What follows belongs to an exercise in optimizing a design on an open flow for small area, a short achievable clock period and few clock cycles per item; a production flow would make more cautious choices. Where RTL was checked, it was by simulation tests only, not by an equivalence proof against the original. Function not checked in runs 1 to 3: the RTL went through the layout flow alone. Power and IR drop assume default switching activity.

[flow/constraint.sdc]
create_clock -name core_clock -period 12.0 [get_ports {clk}]
set_input_delay 2.4000 -clock core_clock [delete_from_list [all_inputs] [get_ports {clk}]]
set_output_delay 2.4000 -clock core_clock [all_outputs]
set_load 0.01 [all_outputs]
[flow/config.mk]
export PLATFORM = sky130hd
export DESIGN_NAME = sha256
export DESIGN_NICKNAME = sha256
export VERILOG_FILES = /design/flow/design.v
export SDC_FILE = /design/flow/constraint.sdc
export NUM_CORES = 4
export LEC_CHECK = 0
export CAP_MARGIN = 20
export CORE_MARGIN = 2
export CORE_UTILIZATION = 50
export PLACE_DENSITY = 0.6
export SETUP_SLACK_MARGIN = 5
export SLEW_MARGIN = 20
[flow/run.sh]
#!/bin/bash
# synth_recipe.tcl (not shown) runs the flow's synth.tcl, then flattens the netlist and writes it again
# the make line also repeats each setting of config.mk as NAME=value (left out here)
make -C /OpenROAD-flow-scripts/flow DESIGN_CONFIG=/design/flow/config.mk WORK_HOME=/design/flow/orfs CLKGATE_MAP_FILE= SYNTH_SCRIPT=/design/flow/synth_recipe.tcl finish
[flow/design.v]
module sha256(
    input clk,
    input reset,
    input [71:0] input_number,
    output done,
    output [255:0] hash,
    output [71:0] answer_number
);
    localparam [6:0] IDLE = 7'h7f;
    localparam [31:0] IV0 = 32'h6a09e667, IV1 = 32'hbb67ae85,
                      IV2 = 32'h3c6ef372, IV3 = 32'ha54ff53a,
                      IV4 = 32'h510e527f, IV5 = 32'h9b05688c,
                      IV6 = 32'h1f83d9ab, IV7 = 32'h5be0cd19;
    reg [71:0]  msg;             
    reg         done_r;
    reg [6:0]   cnt;
    reg         ph_pre, ph_rnd, ph_fin, ph_wmsg;
    reg [31:0]  a, b, c, d, e, f, g, h;
    reg [31:0]  hkw;             
    reg [31:0]  kr;              
    reg [3:0]   fsel;            
    reg [31:0]  w [0:15];        
    assign done = done_r;
    assign hash = {e, f, g, h, a, b, c, d};
    assign answer_number = msg;
    function [31:0] kc(input [6:0] i);
        case (i)
          7'd0: kc = 32'h428a2f98; 7'd1: kc = 32'h71374491; 7'd2: kc = 32'hb5c0fbcf; 7'd3: kc = 32'he9b5dba5;
          7'd4: kc = 32'h3956c25b; 7'd5: kc = 32'h59f111f1; 7'd6: kc = 32'h923f82a4; 7'd7: kc = 32'hab1c5ed5;
          7'd8: kc = 32'hd807aa98; 7'd9: kc = 32'h12835b01; 7'd10: kc = 32'h243185be; 7'd11: kc = 32'h550c7dc3;
          7'd12: kc = 32'h72be5d74; 7'd13: kc = 32'h80deb1fe; 7'd14: kc = 32'h9bdc06a7; 7'd15: kc = 32'hc19bf174;
          7'd16: kc = 32'he49b69c1; 7'd17: kc = 32'hefbe4786; 7'd18: kc = 32'h0fc19dc6; 7'd19: kc = 32'h240ca1cc;
          7'd20: kc = 32'h2de92c6f; 7'd21: kc = 32'h4a7484aa; 7'd22: kc = 32'h5cb0a9dc; 7'd23: kc = 32'h76f988da;
          7'd24: kc = 32'h983e5152; 7'd25: kc = 32'ha831c66d; 7'd26: kc = 32'hb00327c8; 7'd27: kc = 32'hbf597fc7;
          7'd28: kc = 32'hc6e00bf3; 7'd29: kc = 32'hd5a79147; 7'd30: kc = 32'h06ca6351; 7'd31: kc = 32'h14292967;
          7'd32: kc = 32'h27b70a85; 7'd33: kc = 32'h2e1b2138; 7'd34: kc = 32'h4d2c6dfc; 7'd35: kc = 32'h53380d13;
          7'd36: kc = 32'h650a7354; 7'd37: kc = 32'h766a0abb; 7'd38: kc = 32'h81c2c92e; 7'd39: kc = 32'h92722c85;
          7'd40: kc = 32'ha2bfe8a1; 7'd41: kc = 32'ha81a664b; 7'd42: kc = 32'hc24b8b70; 7'd43: kc = 32'hc76c51a3;
          7'd44: kc = 32'hd192e819; 7'd45: kc = 32'hd6990624; 7'd46: kc = 32'hf40e3585; 7'd47: kc = 32'h106aa070;
          7'd48: kc = 32'h19a4c116; 7'd49: kc = 32'h1e376c08; 7'd50: kc = 32'h2748774c; 7'd51: kc = 32'h34b0bcb5;
          7'd52: kc = 32'h391c0cb3; 7'd53: kc = 32'h4ed8aa4a; 7'd54: kc = 32'h5b9cca4f; 7'd55: kc = 32'h682e6ff3;
          7'd56: kc = 32'h748f82ee; 7'd57: kc = 32'h78a5636f; 7'd58: kc = 32'h84c87814; 7'd59: kc = 32'h8cc70208;
          7'd60: kc = 32'h90befffa; 7'd61: kc = 32'ha4506ceb; 7'd62: kc = 32'hbef9a3f7; 7'd63: kc = 32'hc67178f2;
          7'd64: kc = IV7; 7'd65: kc = IV6; 7'd66: kc = IV5; 7'd67: kc = IV4;
          default: kc = 32'h0;
        endcase
    endfunction
    wire [31:0] ivd = ({32{fsel[0]}} & IV3) | ({32{fsel[1]}} & IV2) |
                      ({32{fsel[2]}} & IV1) | ({32{fsel[3]}} & IV0);
    function [31:0] rotr(input [31:0] x, input integer n);
        rotr = (x >> n) | (x << (32 - n));
    endfunction
    wire [31:0] S0  = rotr(a, 2) ^ rotr(a, 13) ^ rotr(a, 22);
    wire [31:0] S1  = rotr(e, 6) ^ rotr(e, 11) ^ rotr(e, 25);
    wire [31:0] ch  = (e & f) ^ (~e & g);
    wire [31:0] maj = (a & b) | (c & (a | b));
    wire [31:0] a1s = hkw ^ ch ^ maj;
    wire [31:0] a1c = ((hkw & ch) | (maj & (hkw | ch))) << 1;
    wire [31:0] a2s = a1s ^ a1c ^ S1;
    wire [31:0] a2c = ((a1s & a1c) | (S1 & (a1s | a1c))) << 1;
    wire [31:0] a3s = a2s ^ a2c ^ S0;
    wire [31:0] a3c = ((a2s & a2c) | (S0 & (a2s | a2c))) << 1;
    wire [31:0] a_new = a3s + a3c;
    wire [31:0] ex  = ph_fin ? ivd : hkw;
    wire [31:0] ey  = ch & {32{~ph_fin}};
    wire [31:0] ez  = S1 & {32{~ph_fin}};
    wire [31:0] e1s = ex ^ ey ^ d;
    wire [31:0] e1c = ((ex & ey) | (d & (ex | ey))) << 1;
    wire [31:0] e2s = e1s ^ e1c ^ ez;
    wire [31:0] e2c = ((e1s & e1c) | (ez & (e1s | e1c))) << 1;
    wire [31:0] e_new = e2s + e2c;
    wire [31:0] s0w = rotr(w[14], 7) ^ rotr(w[14], 18) ^ (w[14] >> 3);
    wire [31:0] s1w = rotr(w[1], 17) ^ rotr(w[1], 19) ^ (w[1] >> 10);
    wire [31:0] w1s = w[6] ^ w[15] ^ s0w;
    wire [31:0] w1c = ((w[6] & w[15]) | (s0w & (w[6] | w[15]))) << 1;
    wire [31:0] w2s = w1s ^ w1c ^ s1w;
    wire [31:0] w2c = ((w1s & w1c) | (s1w & (w1s | w1c))) << 1;
    wire [31:0] w_sched = w2s + w2c;
    reg [31:0] w_msg;
    always @(*) begin
        case (cnt[3:0])
          4'd0:  w_msg = msg[39:8];
          4'd1:  w_msg = {msg[7:0], 8'h80, 16'h0};
          4'd14: w_msg = 32'd72;
          default: w_msg = 32'h0;
        endcase
    end
    wire [31:0] w0_next = (cnt == IDLE) ? input_number[71:40]
                        : ph_wmsg ? w_msg : w_sched;
    wire [31:0] hx = ph_pre ? IV7 : g;
    wire [31:0] hy = kr;
    wire [31:0] hz = w[0] & {32{~cnt[6]}};
    wire [31:0] hkw_next = hx + hy + hz;
    integer j;
    always @(posedge clk) begin
        for (j = 15; j > 0; j = j - 1) w[j] <= w[j-1];
        w[0] <= w0_next;
        hkw <= hkw_next;
        kr <= kc(cnt + 7'd1);    
    end
    always @(posedge clk) begin
        if (ph_pre) begin
            a <= IV0; b <= IV1; c <= IV2; d <= IV3;
            e <= IV4; f <= IV5; g <= IV6; h <= IV7;
        end else if (ph_rnd | ph_fin) begin
            a <= ph_fin ? hkw : a_new;
            b <= a; c <= b; d <= c;
            e <= e_new;
            f <= e; g <= f; h <= g;
        end
    end
    wire start = (input_number != msg);
    wire [6:0] cnt_next = start ? 7'd0 : (cnt == 7'd68 || cnt == IDLE) ? IDLE : cnt + 7'd1;
    always @(posedge clk or posedge reset) begin
        if (reset) begin
            msg <= 72'h0;
            done_r <= 1'b0;
            cnt <= IDLE;
            ph_pre <= 1'b0;
            ph_rnd <= 1'b0;
            ph_fin <= 1'b0;
            ph_wmsg <= 1'b0;
            fsel <= 4'b0;
        end else begin
            msg <= input_number;
            done_r <= start ? 1'b0 : (cnt == 7'd68) ? 1'b1 : done_r;
            cnt <= cnt_next;
            ph_pre  <= (cnt_next == 7'd0);
            ph_rnd  <= (cnt_next >= 7'd1) && (cnt_next <= 7'd64);
            ph_fin  <= (cnt_next >= 7'd65) && (cnt_next <= 7'd68);
            ph_wmsg <= (cnt_next <= 7'd14);
            fsel <= {cnt_next == 7'd68, cnt_next == 7'd67, cnt_next == 7'd66, cnt_next == 7'd65};
        end
    end
endmodule
==> run summary, run 1 <==
outcome no timing/DRC/antenna violations; Starting Density 0.5066; Post-synth ARST share 0.09565; Worst Hold End w[5][2]; yosys warns 2; Worst Skew around 0.047 ns; Synth top area share 0.3778; commonest cells after routing, fill and taps aside dfxtp_1, nand2_1, clkdlybuf4s50_1; initial antenna violation count 9; unrepaired setup endpoints after global routing false; CP top delay family adder cells; Post-Syn Nets roughly 5100; endpoint class of the critical path flop; pwr/cell area between 150 and 200 nW/um^2; Worst setup SP type flop; Synth Instances roughly 4600; Synth Cell Area 44090 sq um; WP buf/inv 2; DRT Wirelength approximately 160 mm; CTS Sinks a little over 900; Top Registers w (512), msg (72); final setup vio count 0; Die X 300.9 um; Peak VDD IR ~0.00016 V; CTS tree yes; slowest stage delay, CP approximately 0.70 ns; crit-path cells mux2i_1 > fa_1 > fa_1 > fa_1 > inv_1 > ha_1 > inv_1 > fa_1 > nor2b_1 > o31ai_1 > a21oi_1 > o21ai_1 > o41a_1 > o21ai_2 > a31oi_1 > o21bai_1 > xnor2_1 > a21oi_1; CP max-delay cell mux2i_1; cell mode on critical path fa_1; grt total ovfl 0; DR pass1 iterations 6; Net Switching 0.002639 W; reg2reg end a[31]; largest net degree at the start of global routing roughly 100; Hold Path Depth 0; fillers just under 8000; number of cells upsized or downsized after cts 0; post-synthesis sequential area ratio 0.4280; DR vias/cell ~5.7; Clock Path Buffers 3; dominant cells by area after synthesis dfxtp_1, fa_1, xnor2_1; maximum clock frequency approximately 0.17 GHz; Stages on worst setup path 18; # rows between 100 and 150; Nets around 5400; FF+latch count, synth 920; Crit Path Class flop to flop; Synth Flop Type dfxtp_1; final worst path period share 0.4767; clock transition at the registers of the reported paths around 0.070 ns; layout cells sized above 1 0.05759; max-cap violations 0; Final Max Tran Viols 0; DRC 0; part of the power in the clock network 0.356; vias in the first global route about 33000; Ports 403; core footprint 87020 sq um; WP data arrival around 6.3 ns; Max-slew headroom 0.1381; Comb power frac 0.252; die area 90560 sq um; Worst Slack Setup Final 6.280 ns; EDFF count, synth 0; total vias in the final route 35120; Worst-Margin Slew roughly 1.3 ns; # H-tree levels 3; Avg Cell Area, Syn ~9.5 sq um; Leak 21.89 nW; Cell variety after synth 97; Largest Register w; wire length per cell 26.88 um; r2r setup slk about 6.3 ns; Placer Congestion ~1; CTS buffer count 93; post-route ant nets 0; Detailed Route Iter0 Violations around 4400; post-synth top area cell dfxtp_1; Worst EP required around 13 ns; Die Span Y ~300 um; hold crit path type flop to flop; Sw Share 0.3141; hold_ws about 0.31 ns; PnR Total Power roughly 0.0084 W; CTS Root Cell clkbuf_16; R2R depth 18; P_int between 0.005 and 0.006 W; first-pass GRT wire length roughly 240 mm; Final min period 5.720 ns; power share of the sequential group 0.391; area grow syn2layout 18.25%; Clock Latency Late Sink about 0.7 ns; Largest register FFs 512; reg2reg start e[1]; GRT Resource Usage Total 0.3589; final setup TNS 0 ns; Setup Fix Bufs, Post-CTS 0; hold wc startpoint w[4][2]; pre-CTS setup slack between 6 and 7 ns; most common cell after layout, fill and taps aside dfxtp_1; number of port buffers 402; Max FO, Critical Path 7; DP Wirelength approximately 130 mm; CTS Hold Bufs 0; Final Hold Fails 0
[cell type report]
cell class	instances	area, sq um	share of cell area
antenna	3	7.507	0.0001440
sequential	920	18870	0.3620
multi-input combinational	3053	22840	0.4382
inverter	381	1435	0.02753
timing repair buffer	444	4339	0.08324
clock buffer	126	2674	0.05129
clock inverter	42	514.2	0.009865
tap	1155	1445	0.02772
[worst max path at each step]
stage | from | to | slack [ns]
2_1_floorplan | ph_fin | e[29] | 7.22
3_3_place_gp | e[1] | a[31] | 6.46
3_5_place_dp | e[1] | a[31] | 6.44
4_1_cts | e[1] | a[31] | 6.39
5_1_grt | e[1] | a[31] | 6.10
6_report | e[1] | a[31] | 6.28
[worst reg2reg max path, cell delays in order, from the launching register on]
cell and delay [ns]:
dfxtp_1 0.51, mux2i_1 0.70, fa_1 0.57, fa_1 0.56, fa_1 0.42, inv_1 0.07
ha_1 0.20, inv_1 0.07, fa_1 0.46, nor2b_1 0.17, o31ai_1 0.14, a21oi_1 0.28
o21ai_1 0.15, o41a_1 0.43, o21ai_2 0.35, a31oi_1 0.14, o21bai_1 0.16, xnor2_1 0.13
a21oi_1 0.08
[power groups by stage]
stage | sequential [W] | combinational, W | clock (W)
floorplan | 0.00330 | 0.00148 | 0
global placement | 0.00335 | 0.00205 | 0
detailed placement | 0.00335 | 0.00204 | 0
CTS | 0.00329 | 0.00207 | 0.00302
global route | 0.00329 | 0.00231 | 0.00315
finish | 0.00329 | 0.00212 | 0.00299
[metrics by stage]
stage / cell area, sq um / instances / utilization
after floorplan: 44090 / 4627 / -
after global placement: 48930 / 5953 / 0.5622
after detailed placement: 48930 / 5953 / 0.5622
after CTS: 52120 / 6121 / 0.5989
after global routing: 52120 / 6121 / 0.5989
final: 52130 / 6124 / 0.5990
[logic make-up after synthesis]
| family | after synthesis | share of synthesized area |
|---|---|---|
| compound gates | 929 | 0.1349 |
| xor+xnor | 441 | 0.08795 |
| fa+ha+maj | 411 | 0.1583 |
| buf+inv | 654 | 0.05611 |
| flops | 920 | 0.4280 |
| mux | 46 | 0.01118 |
| simple gates | 1226 | 0.1236 |
[metal layers]
metal,part of all wire,GRT usage,vias to the layer above
met1,0.45,0.5429,17080
met5,0.00032,0,-
met2,0.41,0.5038,1932
met4,0.031,0.1014,8
met3,0.11,0.08968,283
li1,-,-,15820
[synthesized netlist by cell type, types with 29 or more instances]
library cell  instances
mux2i_1              29
ha_1                145
a21oi_1             311
nand2b_1             33
nor2b_1              56
inv_1               378
clkbuf_1            228
a211oi_1             43
nand2_1             615
xor2_1              148
nor3_1               42
dfxtp_1             832
dfrtp_1              81
xnor2_1             291
nand3_1             132
a31oi_1              38
buf_1                30
o211ai_1             40
nor2_1              213
a21o_1               83
fa_1                250
o21ai_0             170
==> inputs of run 2 (changes only) <==
==> flow/flow/run.sh (new file) <==
#!/bin/bash
set -uo pipefail
cd "$(dirname "$0")/.."
bash standard.sh \
  "BUFFER_PORTS_ARGS=-buffer_cell sky130_fd_sc_hd__buf_1" \
  SETUP_SLACK_MARGIN=7.5 \
  finish > standard.log 2>&1
==> flow/standard.sh (new file) <==
#!/bin/bash
# synth_recipe.tcl (not shown) runs the flow's synth.tcl, then flattens the netlist and writes it again
# the make line also repeats each setting of config.mk as NAME=value (left out here)
make -C /OpenROAD-flow-scripts/flow DESIGN_CONFIG=/design/flow/config.mk WORK_HOME=/design/flow/orfs CLKGATE_MAP_FILE= SYNTH_SCRIPT=/design/flow/synth_recipe.tcl "${@:-finish}"
--- a/flow/config.mk
+++ b/flow/config.mk
@@ -11,3 +11,2 @@
 export PLACE_DENSITY = 0.6
-export SETUP_SLACK_MARGIN = 5
 export SLEW_MARGIN = 20
removed: flow/run.sh
==> run 2 against run 1 <==
Non-clock buffer count grew 97; synthesized area is the same; flip-flop and latch count is the same; still clean; die area is the same; combinational power grew 15%; largest cell class unchanged.
==> run summary, run 2 <==
core footprint 87020 sq um; final worst path period share 0.4001; GRT Resource Usage Total 0.3559; pwr/cell area 168.1 nW/um^2; Avg Cell Area, Syn roughly 9.5 sq um; Core Util, Final 0.5975; Final Max Tran Viols 0; number of port buffers between 400 and 500; Cell variety after synth a little under 100; DP Wirelength between 100 and 150 mm; layout cells sized above 1 0.1258; final setup vio count 0; endpoint class of the critical path flop; DR pass1 iterations 8; Largest Register w; largest net degree at the start of global routing about 190; wire length per cell about 27 um; final setup TNS 0 ns; post-synthesis sequential area ratio 0.4280; yosys warns 2; met3 Use GR 0.08405; Nets roughly 5500; commonest cells after routing, fill and taps aside dfxtp_1, nand2_1, buf_1; Clock Path Buffers 3; CTS Hold Bufs 0; maximum clock frequency 0.2083 GHz; die area 90560 sq um; hold crit path type flop to flop; # rows around 110; R2R depth 18; Post-synth ARST share 0.09565; Worst setup SP type flop; Die Span Y around 300 um; unrepaired setup endpoints after global routing true; reg2reg start e[2]; Final Hold Fails 0; DRC 0; area grow syn2layout 17.95%; reg2reg end a[30]; Synth top area share 0.3778; Ports a little over 400; vias in the first global route 33350; DR vias/cell between 5 and 6; Starting Density 0.5066; Peak VDD IR around 0.00014 V; WP data arrival about 5.3 ns; power share of the sequential group 0.375; clock transition at the registers of the reported paths 0.06 ns; M2 GR Usage 0.5136; Synth Flop Type dfxtp_1; hold wc startpoint w[11][20]; Worst Skew roughly 0.08 ns; Worst Hold End w[12][20]; Detailed Route Iter0 Violations about 4800; Placer Congestion between 0.9 and 1; Post-Syn Nets approximately 5100; CTS Sinks between 900 and 1000; Hold Path Depth 0; post-synth top area cell dfxtp_1; CTS buffer count 91; busiest layer in global routing met1; Max FO, Critical Path 3; CTS tree yes; first-pass GRT wire length about 230 mm; met1 usage 0.5348; grt total ovfl 0; Largest register FFs just over 500; top-count cell post-synth dfxtp_1; Max-slew headroom 0.3090; Crit Path Class flop to flop; Synth Instances 4627; # H-tree levels 3; Synth top cells by count dfxtp_1, nand2_1, inv_1; Placed Area 46540 sq um; part of the power in the clock network 0.346; max-cap violations 0; Final min period 4.801 ns; P_int 0.005953 W; outcome no timing/DRC/antenna violations; DRT Wirelength about 170 mm; Sw Share 0.3191; total vias in the final route roughly 36000; Die X roughly 300 um; Top Registers w (512), msg (72); post-route ant nets 0; Synth Cell Area 44090 sq um; Net Switching between 0.002 and 0.003 W; CTS Root Cell clkbuf_16; Leak 21.58 nW; FF+latch count, synth slightly above 900; Comb power frac 0.279; Worst EP required between 10 and 15 ns; Design Area, Final 52000 sq um; Worst-Margin Slew 1.036 ns; initial antenna violation count 3; r2r setup slk ~7.2 ns; dominant cells by area after synthesis dfxtp_1, fa_1, xnor2_1; EDFF count, synth 0; most common cell after layout, fill and taps aside dfxtp_1; Clock Latency Late Sink 0.69 ns
## run 2: logic make-up (layout without fill, tap and decap cells)
family | Yosys count | count (layout) | synth area share
and+or+nand+nor | 1226 | 1226 | 0.1236
AOI/OAI and AO/OA | 929 | 929 | 0.1349
DFF | 920 | 920 | 0.4280
buffers and inverters | 654 | 1091 | 0.05611
xor gates and xnor gates | 441 | 441 | 0.08795
adders and majority gates | 411 | 411 | 0.1583
muxes | 46 | 46 | 0.01118
other | 0 | 1 | 0
## run 2: timing repair
| item | CTS | global route |
|---|---|---|
| setup buffers | 49 | 31 |
| cloned | 2 | 3 |
| pin swaps | 45 | 73 |
| gates resized for setup | 262 | 118 |
| endpoints found under the setup margin | 96 | 56 |
## run 2: metrics by stage
step	std cells	hold WS [ns]	setup slack, ns	total power, W
3_5_place_dp	5965	0.3121	6.252	0.005381
4_1_cts	6185	0.2899	7.188	0.008552
5_1_grt	6219	0.2859	7.046	0.009117
6_report	6220	0.2875	7.199	0.008742
3_3_place_gp	5965	0.3096	6.417	0.005392
2_1_floorplan	4627	0.3096	7.373	0.004783
## run 2: per-layer routing
| layer | share of wire | wire length, um |
|---|---|---|
| met1 | 0.44 | 73470 |
| met2 | 0.42 | 69560 |
| met4 | 0.028 | 4575 |
| met5 | 0 | 0 |
| met3 | 0.11 | 17560 |
## run 2: cell type report
cell class,count,area (sq um)
inverter,381,1444
multi-input combinational,3053,23910
fill,7701,35030
clock inverter,49,708.2
sequential,920,19110
timing repair buffer,541,2836
clock buffer,120,2537
antenna,1,2.502
tap,1155,1445
## run 2: how the worst max path moves through the flow
stage                     startpoint    end  slack (ns)  cells after the start
after floorplan               ph_fin  e[29]        7.37                     20
after global placement        ph_fin  e[29]        6.42                     17
after detailed placement      ph_fin  e[29]        6.25                     17
after CTS                       g[1]  a[31]        7.19                     19
after global routing            g[1]  a[31]        7.05                     19
final                           e[2]  a[30]        7.20                     18
## run 2: power groups by stage
stage,clock [W],sequential (W),combinational (W)
after detailed placement,0,0.00335,0.00203
after floorplan,0,0.00330,0.00148
final,0.00303,0.00328,0.00244
after global placement,0,0.00335,0.00205
after CTS,0.00307,0.00328,0.00221
after global routing,0.00320,0.00328,0.00263
## run 2: critical path, stage by stage (launching register included)
cell and delay [ns]:
dfxtp_4 0.36, mux2i_4 0.24, fa_1 0.55, inv_1 0.05, fa_1 0.52, inv_2 0.05
fa_1 0.54, inv_2 0.06, ha_4 0.21, a211o_1 0.32, o211ai_4 0.12, a21oi_4 0.10
a2111oi_4 0.35, o21bai_2 0.16, a311o_1 0.36, a221oi_2 0.29, nor3b_1 0.08, a31oi_1 0.15
o21ai_1 0.08
==> inputs of run 3 (changes only) <==
--- a/flow/config.mk
+++ b/flow/config.mk
@@ -7,2 +7,3 @@
 export LEC_CHECK = 0
+export ABC_AREA = 1
 export CAP_MARGIN = 20
==> run 3 against run 2 <==
Still clean on timing, DRC and antenna; sequential power is essentially flat; sequential share of layout area decreased by 0.74 points; global-route usage is 1.3 points higher; final cell count rose by 16%; critical path type unchanged.
==> run summary, run 3 <==
Final min period 4.484 ns; EDFF count, synth 0; layout cells sized above 1 0.06197; DR pass1 iterations 8; CTS Sinks 920; Avg Cell Area, Syn roughly 8 sq um; Largest Register w; wire length per cell between 20 and 25 um; CP top delay family adder cells; endpoint class of the critical path flop; largest net degree at the start of global routing 196; Synth top area share 0.3607; Worst setup SP type flop; Final Max Tran Viols 0; commonest cells after routing, fill and taps aside nand2_1, inv_1, dfxtp_1; yosys warns 2; initial antenna violation count 6; vias in the first global route roughly 37000; crit-path cells inv_2 > or2_2 > nand2_1 > fa_1 > fa_1 > inv_1 > fa_1 > inv_1 > ha_1 > inv_1 > o21ai_0 > a21oi_2 > nor2_1 > nor3_2 > nand3_1 > inv_1 > nand2_1 > nand3_1 > a21oi_1; Nets 6442; fillers between 8000 and 9000; slowest stage delay, CP ~0.52 ns; Synth Flop Type dfxtp_1; Die X about 300 um; final worst path period share 0.3737; DRC 0; GRT Resource Usage Total 0.3693; CTS Root Cell clkbuf_16; Leak 24.18 nW; most common cell after layout, fill and taps aside nand2_1; FF+latch count, synth 920; Stages on worst setup path 19; area grow syn2layout 13.84%; Clock Path Buffers 3; Ports between 400 and 500; CTS Hold Bufs 0; Placer Congestion between 1 and 1.5; # H-tree levels 3; Synth Cell Area between 40000 and 50000 sq um; WP data arrival around 5 ns; CTS buffer count between 90 and 100; post-synthesis sequential area ratio 0.4086; Peak VDD IR 0.0001251 V; Hold Path Depth 0; Max FO, Critical Path 5; Worst Skew approximately 0.052 ns; die area about 95000 sq um; Crit Path Class flop to flop; CTS tree yes; Clock Latency Late Sink between 0.7 and 0.8 ns; DRT Wirelength approximately 180 mm; Starting Density 0.5045; post-synth top area cell dfxtp_1; Final Hold Fails 0; total vias in the final route between 40000 and 50000; Worst EP required between 10 and 15 ns; dominant cells by area after synthesis dfxtp_1, fa_1, nand2_1; max-cap violations 0; Worst Slack Setup Final 7.516 ns; pwr/cell area about 170 nW/um^2; Top Registers w (512), msg (72); Post-synth ARST share 0.09565; pre-CTS setup slack about 6.4 ns; maximum clock frequency ~0.22 GHz; top-count cell post-synth nand2_1; # rows 111; Largest register FFs between 500 and 600; DP Wirelength approximately 140 mm; R2R depth 19; final setup TNS 0 ns; hold crit path type flop to flop; clock transition at the registers of the reported paths ~0.060 ns; post-route ant nets 0; CP max-delay cell fa_1; first-pass GRT wire length 254.0 mm; cell mode on critical path inv_1; grt total ovfl 0; unrepaired setup endpoints after global routing true; Synth top cells by count nand2_1, dfxtp_1, inv_1; Die Span Y 307.9 um; Detailed Route Iter0 Violations about 5600; DR vias/cell around 5.5; core footprint between 90000 and 100000 sq um; Max-slew headroom 0.2395; final setup vio count 0; Synth Instances ~5600; Post-Syn Nets around 6100; WP buf/inv 5; Cell variety after synth between 60 and 70; number of port buffers between 400 and 500; outcome no timing/DRC/antenna violations; Worst-Margin Slew between 1 and 1.5 ns
-- run 3: path summary, 6_finish.rpt --
kind	slack, ns	endpoint	startpoint
max	7.52	a[31]	g[24]
min	0.29	w[3][16]	w[2][16]
max reg2reg	7.52	a[31]	g[24]
min reg2reg	0.29	w[3][16]	w[2][16]
max in group asynchronous	8.82	ph_pre	reset
min in group asynchronous	1.77	msg[15]	reset
-- run 3: routing by layer --
metal	routed length, um	share of wire	vias up	GRT usage
li1	-	-	18440	-
met1	77980	0.44	19140	0.5394
met2	74560	0.42	2187	0.5225
met3	20390	0.11	316	0.1055
met4	5887	0.033	2	0.1187
met5	13	0.000073	-	0
-- run 3: worst reg2reg max path: stages, from the launching register on --
cell and delay [ns]:
dfxtp_2 0.45, inv_2 0.16, or2_2 0.33, nand2_1 0.19, fa_1 0.47, fa_1 0.52, inv_1 0.05, fa_1 0.51
inv_1 0.05, ha_1 0.37, inv_1 0.12, o21ai_0 0.16, a21oi_2 0.23, nor2_1 0.07, nor3_2 0.21, nand3_1 0.21
inv_1 0.09, nand2_1 0.06, nand3_1 0.06, a21oi_1 0.07
-- run 3: logic make-up after synthesis --
family / after synthesis / synth area share
compound gates: 1023 / 0.1197
fa+ha+maj: 410 / 0.1509
buf+inv: 1051 / 0.08726
flops: 920 / 0.4086
mux: 2 / 0.0004336
simple gates: 1885 / 0.1667
xor+xnor: 348 / 0.06642
-- run 3: cell type report --
class / count / area, sq um / share of cell area
multi-input cells: 3668 / 23520 / 0.4475
flip-flops and latches: 920 / 18930 / 0.3601
inverters: 841 / 3176 / 0.06042
clock buffers: 124 / 2700 / 0.05137
repair buffers: 445 / 1939 / 0.03690
well taps: 1186 / 1484 / 0.02823
clock inverters: 53 / 808.3 / 0.01538
diodes: 2 / 5.005 / 0.00009522
-- run 3: what timing repair did --
item,4_1_cts,5_1_grt
buffers inserted,5,4
cloned,1,0
pin swaps,0,2
endpoints found under the setup margin,61,50
hold endpoints to repair,0,0
resized for setup,43,98
-- run 3: report_power, final --
part	internal [W]	total, W	switching, W	leakage, nW
logic	0.000840	0.00252	0.00168	14.5
registers	0.00318	0.00330	0.000117	7.94
clock network	0.00187	0.00323	0.00136	1.69
total	0.00589	0.00905	0.00316	24.2
-- run 3: stage by stage --
step / area, sq um / utilization / total power (W) / hold slack, ns / std cells
3_3_place_gp: 48580 / 0.5308 / 0.005746 / 0.3096 / 7050
5_1_grt: 52560 / 0.5742 / 0.009444 / 0.3054 / 7237
4_1_cts: 52290 / 0.5713 / 0.008980 / 0.2925 / 7233
3_5_place_dp: 48580 / 0.5308 / 0.005746 / 0.3121 / 7050
6_report: 52560 / 0.5743 / 0.009047 / 0.2911 / 7239
2_1_floorplan: 46180 / - / 0.004918 / 0.3096 / 5639
==> inputs of run 4 (changes only) <==
--- a/flow/design.v
+++ b/flow/design.v
@@ -19,4 +19,2 @@
     reg [31:0]  hkw;             
-    reg [31:0]  kr;              
-    reg [3:0]   fsel;            
     reg [31:0]  w [0:15];        
@@ -47,4 +45,7 @@
     endfunction
-    wire [31:0] ivd = ({32{fsel[0]}} & IV3) | ({32{fsel[1]}} & IV2) |
-                      ({32{fsel[2]}} & IV1) | ({32{fsel[3]}} & IV0);
+    function [31:0] ivd(input [1:0] i);
+        case (i)
+          2'd1: ivd = IV3; 2'd2: ivd = IV2; 2'd3: ivd = IV1; default: ivd = IV0;
+        endcase
+    endfunction
     function [31:0] rotr(input [31:0] x, input integer n);
@@ -63,3 +64,3 @@
     wire [31:0] a_new = a3s + a3c;
-    wire [31:0] ex  = ph_fin ? ivd : hkw;
+    wire [31:0] ex  = ph_fin ? ivd(cnt[1:0]) : hkw;
     wire [31:0] ey  = ch & {32{~ph_fin}};
@@ -90,3 +91,3 @@
     wire [31:0] hx = ph_pre ? IV7 : g;
-    wire [31:0] hy = kr;
+    wire [31:0] hy = kc(cnt);
     wire [31:0] hz = w[0] & {32{~cnt[6]}};
@@ -98,3 +99,2 @@
         hkw <= hkw_next;
-        kr <= kc(cnt + 7'd1);    
     end
@@ -122,3 +122,2 @@
             ph_wmsg <= 1'b0;
-            fsel <= 4'b0;
         end else begin
@@ -131,3 +130,2 @@
             ph_wmsg <= (cnt_next <= 7'd14);
-            fsel <= {cnt_next == 7'd68, cnt_next == 7'd67, cnt_next == 7'd66, cnt_next == 7'd65};
         end
==> flow/run.sh (new file) <==
#!/bin/bash
# synth_recipe.tcl (not shown) runs the flow's synth.tcl, then flattens the netlist and writes it again
# the make line also repeats each setting of config.mk as NAME=value (left out here)
make -C /OpenROAD-flow-scripts/flow DESIGN_CONFIG=/design/flow/config.mk WORK_HOME=/design/flow/orfs CLKGATE_MAP_FILE= SYNTH_SCRIPT=/design/flow/synth_recipe.tcl finish
--- a/flow/config.mk
+++ b/flow/config.mk
@@ -7,7 +7,6 @@
 export LEC_CHECK = 0
-export ABC_AREA = 1
 export CAP_MARGIN = 20
 export CORE_MARGIN = 2
-export CORE_UTILIZATION = 50
-export PLACE_DENSITY = 0.6
+export CORE_UTILIZATION = 25
+export PLACE_DENSITY = 0.4
 export SLEW_MARGIN = 20
removed: flow/flow/run.sh
removed: flow/standard.sh
==> run 4 against run 3 <==
Wire length increased by 7.1%; clock skew down 0.016 ns; final cell count is 1.4% lower.
==> run summary, run 4 <==
Top Registers w (512), msg (72); crit-path cells inv_1 > ha_1 > inv_1 > nand2_1 > a21oi_1 > o311ai_0 > o311a_1 > o21ai_0 > fa_1 > inv_1 > ha_1 > fa_1 > a21oi_1 > nor2_1 > o31ai_1 > a21oi_1 > o31ai_4 > o21ai_2 > a21o_1 > a21oi_2 > xnor2_1; hold_ws about 0.31 ns; Max-slew headroom 0.2254; number of port buffers 402; # H-tree levels 3; max-cap violations 0; outcome no timing/DRC/antenna violations; EDFF count, synth 0; Worst Skew approximately 0.036 ns; Avg Cell Area, Syn between 9 and 10 sq um; post-synth top area cell dfxtp_1; CTS tree yes; hold wc startpoint w[10][22]; post-synthesis sequential area ratio 0.4245; Die Span Y between 400 and 500 um; pre-CTS setup slack slightly above 5 ns; GRT Resource Usage Total 0.2159; met1 usage 0.2950; most common cell after layout, fill and taps aside dfxtp_1; CTS Sinks ~880; Starting Density 0.2520; DR pass1 iterations 6; number of cells upsized or downsized after cts 0; hold crit path type flop to flop; Clock Latency Late Sink 0.74 ns; top-count cell post-synth dfxtp_1; total vias in the final route between 30000 and 40000; initial antenna violation count 8; first-pass GRT wire length approximately 270 mm; core footprint between 150000 and 200000 sq um; pwr/cell area about 160 nW/um^2; commonest cells after routing, fill and taps aside dfxtp_1, nand2_1, clkdlybuf4s50_1; Peak VDD IR approximately 0.00012 V; Final min period between 7 and 8 ns; final setup vio count 0; Final Max Tran Viols 0; M2 GR Usage 0.3538; Setup Fix Bufs, Post-CTS 0; # rows between 150 and 200; CTS Root Cell clkbuf_16; CP startpoint cnt[1]; PnR Total Power ~0.0084 W; Worst Slack Setup Final ~4.9 ns; Nets ~5300; Detailed Route Iter0 Violations ~3000; Clock Path Buffers 3; slowest stage delay, CP a little under 1 ns; Synth Cell Area approximately 43000 sq um; post-route ant nets 0; Synth Instances 4499; DP Cell Count 6948; WP buf/inv 3; area grow syn2layout 23.36%; busiest layer in global routing met2; Synth top cells by count dfxtp_1, nand2_1, inv_1; die area roughly 170000 sq um; DP Wirelength 149.3 mm; CTS buffer count a little over 100; Worst EP required about 13 ns; Max FO, Critical Path 18; endpoint class of the critical path flop; Ports 403; fin cells approximately 7000; Die X around 420 um; Worst setup SP type flop; final worst path period share 0.5897; layout cells sized above 1 0.06671; Synth top area share 0.3751; unrepaired setup endpoints after global routing false; maximum clock frequency 0.1413 GHz; clock transition at the registers of the reported paths about 0.07 ns; Largest register FFs around 510; DRC 0; WP data arrival a little under 8 ns; dominant cells by area after synthesis dfxtp_1, fa_1, xnor2_1; wire length per cell roughly 27 um; vias in the first global route between 30000 and 40000; Largest Register w; met3 Use GR 0.02831; Post-synth ARST share 0.09502; DRT Wirelength between 150 and 200 mm; FF+latch count, synth 884; Synth Flop Type dfxtp_1; reg2reg start cnt[1]; largest net degree at the start of global routing around 150; grt total ovfl 0; CTS Hold Bufs 0; Leak about 21 nW; Placer Congestion roughly 0.92; CP max-delay cell ha_1; DR vias/cell about 4.7; Crit Path Class flop to flop; Final Hold Fails 0; Worst-Margin Slew ~1.1 ns; yosys warns 2; Cell variety after synth 88; final setup TNS 0 ns; CP top delay family compound AO/OA/AOI/OAI gates; Post-Syn Nets 4964
[run 4: per-layer routing]
layer  vias up  part of all wire  routed length, um
met1     16930              0.45              86290
met5         -          0.000068                 13
li1      15610                 -                  -
met2      1022              0.47              90290
met3       210             0.048               9133
met4         2             0.030               5717
[run 4: path summary, 6_finish.rpt]
kind | to | slack (ns) | depth (start not counted)
max | hkw[27] | 4.92 | 21
min | w[11][22] | 0.31 | 0
max reg2reg | hkw[27] | 4.92 | 21
min reg2reg | w[11][22] | 0.31 | 0
max in group asynchronous | msg[57] | 8.74 | 3
min in group asynchronous | msg[52] | 1.99 | 2
[run 4: layout make-up]
type | instances | area (sq um)
Timing Repair Buffer | 481 | 4642
Sequential cell | 884 | 18140
Tap cell | 2218 | 2775
Clock buffer | 146 | 2938
Antenna cell | 5 | 12.51
Multi-Input combinational cell | 3005 | 22310
Inverter | 360 | 1358
Fill cell | 17600 | 116800
Clock inverter | 41 | 504.2
[run 4: stage by stage]
| step | area, sq um | utilization |
|---|---|---|
| 3_3_place_gp | 49220 | 0.2904 |
| 2_1_floorplan | 42700 | - |
| 5_1_grt | 52660 | 0.3108 |
| 6_report | 52670 | 0.3108 |
| 3_5_place_dp | 49220 | 0.2904 |
| 4_1_cts | 52660 | 0.3107 |
[run 4: cell families (layout without fill, tap and decap cells)]
group                    after synthesis  after routing  share of synthesized area
multiplexers                          61             61                    0.01600
flip-flops                           884            884                     0.4245
buffers and inverters                610           1028                    0.05371
adder cells (fa/ha/maj)              407            407                     0.1619
XOR/XNOR                             418            418                    0.08574
other                                  0              5                          0
AO/OA/AOI/OAI                        863            863                     0.1276
AND/OR/NAND/NOR                     1256           1256                     0.1305
[run 4: power breakdown]
part           internal, W  leakage, nW  switching [W]
clock network      0.00185         1.69        0.00135
registers          0.00306         7.63       0.000118
logic             0.000824         12.1        0.00121
Testbench counts of run 4, summed over its fixed seeds: cycles 26,880, items 384.

## static timing again, ports no longer ideal
The results above use ideal ports. As a check the final layouts listed here were re-extracted and re-timed, cells and wires unchanged.
Step 1 assumes that a clkbuf_16 drives the clock port and a buf_2 every other input.
Step 2 adds t to the input delays and takes it off the output delays; t is the mean of the earliest and latest rising clock arrival at the registers after step 1. Input paths then give back, and output paths get back, about the clock's delay inside the block.
a / b / c = ideal / step 1 / step 2; a / b = the first two.
| run | t, ns | slack for setup (ns) | hold WS [ns] | worst slew at a driven data input, ns |
|---|---|---|---|---|
| run 1 | 0.744 | 6.280 / 6.280 / 6.280 | 0.313 / 0.313 / 0.313 | 0.07 |
| run 2 | 0.719 | 7.199 / 7.199 / 7.007 | 0.288 / 0.288 / 0.288 | 0.09 |
| run 3 | 0.770 | 7.516 / 7.516 / 7.076 | 0.291 / 0.291 / 0.291 | 0.07 |
| run 4 | 0.804 | 4.924 / 4.924 / 4.924 | 0.312 / 0.312 / 0.312 | 0.09 |
After both steps setup and hold are still met in every run listed. For run 3, which loses most, drivers alone change the setup slack by 0.000 ns; drivers and shift together by -0.440 ns.
